Context: an optimization exercise on an open-source flow, tuned for small area and a short achievable clock period. The choices shown serve that exercise and are no tape-out recipe. Only the layout flow was run in this run; the RTL was not checked for function there. No activity file was given, so power comes from the tool's default toggle rates.

File: design.v
`timescale 1ns / 1ps
module fullAdder(Sum,Cout,Cin,In1,In2);
   input wire In1,In2,Cin;
   output wire Sum,Cout;
   assign Cout = (In1&In2)|(In1&Cin)|(In2&Cin);
   assign Sum = In1^In2^Cin;
endmodule
`timescale 1ns / 1ps
module j_mac #(
  parameter WEIGHT_RESET_VAL = 8'b00100011
) (
  input      clk     ,
  input      reset   ,
  input      acc     ,   
  input      din     ,   
  input      plus_one,
  input      clr     ,   
  input      control1,
  input      update_w,
  input      mac_en  ,
  output reg result
);
  reg  [7:0] W;
  reg  [7:0] P;
  reg        C, Cd;
  always @(posedge clk) begin
    if (reset)
      W <= WEIGHT_RESET_VAL;
    else if (update_w)
      W <= {din, W[7:1]};
  end
  wire [8:0] sum_w = {1'b0, P} + {1'b0, W};
  wire [8:0] sum   = din ? sum_w : {1'b0, P};
  wire [8:0] z     = {1'b0, W & {8{din}}};
  wire [8:0] s     = clr ? z : sum;
  wire prod  = s[0];                
  wire Cm    = C & ~clr;
  wire Cdm   = Cd & ~clr;
  wire nprod = ~prod;
  wire iaa   = control1 ? prod : (nprod ^ plus_one ^ Cdm);
  always @(posedge clk) begin
    if (mac_en) begin
      P  <= s[8:1];
      C  <= (iaa & Cm) | (acc & Cm) | (iaa & acc);
      Cd <= (nprod & Cdm) | (plus_one & Cdm) | (nprod & plus_one);
    end
  end
  always @(posedge clk) begin
    if (reset)
      result <= 1'b0;
    else if (mac_en)
      result <= iaa ^ acc ^ Cm;
  end
endmodule
`timescale 1ns / 1ps
module bsmac_array #(
  parameter ROWS = 8,
  parameter COLS = 8
) (
  input             clk               ,
  input             reset             ,
  input  [ROWS-1:0] data_in           ,
  input  [COLS-1:0] acc_in            ,
  input             plus_one          ,
  input             clear_accu_control,
  input             control1          ,
  input             update_w          ,
  input             mac_en            ,
  output [COLS-1:0] acc_out
);
  wire [ROWS*COLS-1:0]     data_w;
  reg  [ROWS*COLS-1:0]     data_r;
  wire [(ROWS+1)*COLS-1:0] acc_w;
  reg  zero_pc;
  always @(posedge clk) begin
    if (reset)
      zero_pc <= 1'b1;
    else if (mac_en)
      zero_pc <= 1'b0;
  end
  wire clr = clear_accu_control | zero_pc;
  assign acc_w[COLS-1:0] = acc_in;
  assign acc_out         = acc_w[ROWS*COLS +: COLS];
  genvar r, c;
  generate
    for (r = 0; r < ROWS; r = r + 1) begin : g_row
      for (c = 0; c < COLS; c = c + 1) begin : g_col
        if (c == 0) begin : g_first
          assign data_w[r*COLS+c] = data_in[r];
        end else begin : g_next
          assign data_w[r*COLS+c] = data_r[r*COLS+c-1];
        end
        always @(posedge clk) begin
          if (reset) begin
            data_r[r*COLS+c] <= 1'b0;
          end else begin
            data_r[r*COLS+c] <= data_w[r*COLS+c];
          end
        end
        j_mac #(.WEIGHT_RESET_VAL(8'b00100011)) u_mac (
          .clk     (clk                ),
          .reset   (reset              ),
          .acc     (acc_w[r*COLS+c]    ),
          .din     (data_w[r*COLS+c]   ),
          .plus_one(plus_one           ),
          .clr     (clr                ),
          .control1(control1           ),
          .update_w(update_w           ),
          .mac_en  (mac_en             ),
          .result  (acc_w[(r+1)*COLS+c])
        );
      end
    end
  endgenerate
endmodule
File: run.sh
#!/bin/bash
# synth_recipe.tcl (not shown) runs the flow's synth.tcl, then flattens the netlist and writes it again
# the make line also repeats each setting of config.mk as NAME=value (left out here)
make -C /OpenROAD-flow-scripts/flow DESIGN_CONFIG=/design/flow/config.mk WORK_HOME=/design/flow/orfs CLKGATE_MAP_FILE= SYNTH_SCRIPT=/design/flow/synth_recipe.tcl finish
File: config.mk
export PLATFORM = sky130hd
export DESIGN_NAME = bsmac_array
export DESIGN_NICKNAME = bsmac_array
export VERILOG_FILES = /design/flow/design.v
export SDC_FILE = /design/flow/constraint.sdc
export NUM_CORES = 4
export LEC_CHECK = 0
export CAP_MARGIN = 20
export CORE_MARGIN = 2
export CORE_UTILIZATION = 40
export SETUP_SLACK_MARGIN = 2.5
export SLEW_MARGIN = 20
File: constraint.sdc
create_clock -name core_clock -period 5.0 [get_ports {clk}]
set_input_delay 1.0000 -clock core_clock [delete_from_list [all_inputs] [get_ports {clk}]]
set_output_delay 1.0000 -clock core_clock [all_outputs]
set_load 0.01 [all_outputs]
==> impl_metrics.tcl <==
set metrics [dict create \
    status "complete, no violations" \
    grt_max_degree 122 \
    start_kind "primary input" \
    insertion_delay_ns 0.80 \
    via_count 59400 \
    reg2reg_slack_ns 2.16 \
    ys.flop_type "edfxtp_1" \
    ctsHoldBuffers 0 \
    synth_cells 8027 \
    fin_skew_ns 0.0318 \
    overflow 0 \
    initial_core_util_pct 40.2 \
    hold_viol 0 \
    rr_endpoint "g_row[0].g_col[4].u_mac.result$_SDFFE_PP0P_" \
    clkSinkCount 1273 \
    cp_slowest_cell "fa_1" \
    yosysTopAreaCell "edfxtp_1" \
    clock-root-buffer "clkbuf_16" \
    place.gp.congestion 0.799 \
    ys_seq_area_share_pct 41.9 \
    final_cell_mix "nand2_1, nor2_1, edfxtp_1" \
    routed_wl_mm 186 \
    mostFrequentLayoutCell "nand2_1" \
    first_global_vias 56700 \
    power_density_nw_per_um2 314 \
    io_pins 31 \
    core_um2 190000 \
    netlist_area_um2 76200 \
    wl_per_cell_um 17.5 \
    final_area_um2 88200 \
    post_dp_cell_area_um2 79100 \
    diodes 0 \
    clockBufferDepth 3 \
    layout.nets 8742 \
    via_per_inst 5.57 \
    syn_avg_cell_area_um2 9.49 \
    place_hpwl_mm 105 \
    worst_path_largest_cell_delay_ns 0.57 \
    power_w 0.0277 \
    critPathMaxFanout 12 \
    cts_buffers 149 \
    cts-htree-levels 4 \
    rows 160 \
    async_flop_share_pct 0 \
    drtIter0Drc 3496 \
    worstHoldStart "g_row[2].g_col[7].u_mac.W[0]$_SDFFE_PP1P_" \
    track_usage_pct 18.3 \
    ys_warn_count 2 \
    end_kind "register" \
    maxCapViolations 0 \
    period_minus_slack_ns 2.86 \
    required_ns 5.65 \
    fin_crit_sh_pct 57.2 \
    syn_nets 8754 \
    synth_seq_cells 1273 \
    reg2regPathDepth 14 \
    p_clk_share_pct 40.9 \
    synth_area_leaders "edfxtp_1, dfxtp_1, ha_1" \
    reg2reg_from "zero_pc$_SDFFE_PP1P_" \
    syn2layout_area_growth_pct 15.8 \
    worst_pin_slew_ns 1.04 \
    final_antenna_net_count 0 \
    arrival_ns 3.51 \
    comb_power_share_pct 15.2 \
    power_switching_w 0.00748 \
    grt_setup_unrepaired "yes" \
    report.final.slew_viol_count 0 \
    setup_viol 0 \
    min_path_cells 2 \
    crit_chain "buf_6 -> nor2_4 -> buf_12 -> buf_12 -> buf_16 -> clkbuf_16 -> nand2_1 -> nand2_4 -> a21oi_4 -> fa_1 -> nor2_1 -> a21oi_1 -> fa_2 -> mux2i_1 -> nor2_1" \
    die-width_um 440 \
    fmax_mhz 350 \
    first_pass_iters 6 \
    die-area_um2 194000 \
    slew-limit-headroom_pct 30.5 \
    yosys.area.top_type_share_pct 25.2 \
    drc_errors 0 \
    tns_ns 0 \
    cts_tree "yes" \
    grt_pass1_wl_mm 296 \
    port_buffers 30 \
    vdd.ir_drop.worst_v 0.000371 \
    clk_pin_slew_worst_paths_ns 0.06 \
    whs_endpoint "g_row[2].g_col[7].u_mac.W[0]$_SDFFE_PP1P_" \
    seqPwrFrac_pct 44.0 \
    crit_type "in -> reg" \
    die_height_um 440 \
    ys_types 41 \
    worstHoldPathType "reg -> reg" \
    switching_share_pct 27.0 \
    p_leak_nw 36.1 \
    antenna_found_initial 0 \
    power.internal_w 0.0202 \
    synth_edf_count 640 \
    layout-drive-gt1-share_pct 10.5 \
]
## power by group through the flow
stage	clock network (W)	logic [W]	registers, W
4_1_cts	0.0116	0.00399	0.0122
2_1_floorplan	0	0.00291	0.0121
3_3_place_gp	0	0.00362	0.0124
3_5_place_dp	0	0.00374	0.0124
5_1_grt	0.0120	0.00472	0.0122
6_report	0.0113	0.00420	0.0122
## metrics by stage
stage / worst slack, ns / utilization, % / hold slack, ns / std cells
floorplan: 1.76 / - / 0.462 / 8027
global placement: 0.849 / 41.7 / 0.483 / 10200
detailed placement: 0.796 / 41.7 / 0.490 / 10200
CTS: 2.22 / 45.4 / 0.505 / 10600
global route: 2.06 / 46.5 / 0.531 / 10700
finish: 2.14 / 46.5 / 0.504 / 10700
## what timing repair did
| item | 4_1_cts | 5_1_grt |
|---|---|---|
| cloned | 33 | 20 |
| buffers inserted | 63 | 63 |
| gates resized for setup | 146 | 256 |
| pin swaps | 42 | 107 |
| endpoints found under the setup margin | 173 | 132 |
## sequential cells by signal, indices dropped and copies added (netlist names)
name and count:
g_row.g_col.u_mac.result 64, g_row.g_col.u_mac.P 512, zero_pc 1, g_row.g_col.u_mac.din 56, g_row.g_col.u_mac.C 64, g_row.g_col.u_mac.Cd 64
g_row.g_col.u_mac.W 512
## final cells by class
type                    count  area [um2]
clock buffers             218        4340
clock inverters            60         709
fillers                 17500      102000
inverters                  16        67.6
multi-input cells        6256       43600
flip-flops and latches   1273       31900
well taps                2511        3140
repair buffers            319        4480
## cell usage after synthesis (all sizes together) (130+ instances only)
master and n:
nor3 190, and2 130, buf 215, dfxtp 633
o21ai 393, nor2 897, a31oi 378, o211ai 132
nand2 1246, mux2i 574, edfxtp 640, a21oi 390
nand3 200, fa 192, clkbuf 268, ha 512
## kinds of logic (layout without fill, tap and decap cells)
| group | count (synthesis) | count (layout) | share of synthesized area (%) |
|---|---|---|---|
| AO/OA/AOI/OAI | 1807 | 1807 | 14.8 |
| flip-flops | 1273 | 1273 | 41.9 |
| AND/OR/NAND/NOR | 3042 | 3043 | 17.9 |
| adder cells (fa/ha/maj) | 704 | 704 | 13.5 |
| multiplexers | 574 | 574 | 7.54 |
| XOR/XNOR | 128 | 128 | 1.47 |
| buffers and inverters | 499 | 613 | 2.95 |
## worst max path at each step
stage               depth (start not counted)                                          end                  from  slack (ns)
floorplan                                  13  g_row[6].g_col[5].u_mac.result$_SDFFE_PP0P_    clear_accu_control        1.76
global placement                           13  g_row[0].g_col[4].u_mac.result$_SDFFE_PP0P_    clear_accu_control        0.85
detailed placement                         12  g_row[6].g_col[5].u_mac.result$_SDFFE_PP0P_    clear_accu_control        0.80
CTS                                        13  g_row[3].g_col[4].u_mac.result$_SDFFE_PP0P_  zero_pc$_SDFFE_PP1P_        2.22
global route                               14  g_row[1].g_col[2].u_mac.result$_SDFFE_PP0P_  zero_pc$_SDFFE_PP1P_        2.06
finish                                     15  g_row[0].g_col[4].u_mac.result$_SDFFE_PP0P_    clear_accu_control        2.14
## worst max-delay path: cells and delay by family
family | cells | cell delay, ns
AO/OA/AOI/OAI | 2 | 0.23
multiplexers | 1 | 0.13
buffers and inverters | 5 | 0.72
adder cells (fa/ha/maj) | 2 | 1.02
AND/OR/NAND/NOR | 5 | 0.39
## routing by layer
metal	vias to the layer above	global-route usage, %	part of all wire [%]
met3	273	2.29	3.4
met5	-	0	0
met1	28900	24.7	47
li1	29300	-	-
met2	850	31.0	47
met4	0	4.90	2.4

==> static timing again, ports no longer ideal <==
No port has a modelled driver above. Below, the same layout with a new extraction and two added sets of constraints.
Step 1 (the two cells are an assumption about what drives the block):
set clk [get_ports {clk}]
set_driving_cell -lib_cell sky130_fd_sc_hd__clkbuf_16 $clk
set_driving_cell -lib_cell sky130_fd_sc_hd__buf_2 [delete_from_list [all_inputs] $clk]
Step 2 moves the port delays by t, midway between the first and last clock arrival at a register: inputs arrive t later, outputs are due t later. That takes back most of the time a late clock gives input paths.
a / b / c = ideal / step 1 / step 2; a / b = the first two.
t (ns): 0.862
setup WS [ns]: 2.140 / 2.140 / 1.278
worst data-port slew with drivers (ns): 0.11
pins driven straight from the clock port: 1
After both steps this run still meets setup and hold. The setup slack of this run moves by 0.000 ns with the drivers and by -0.862 ns with both steps.
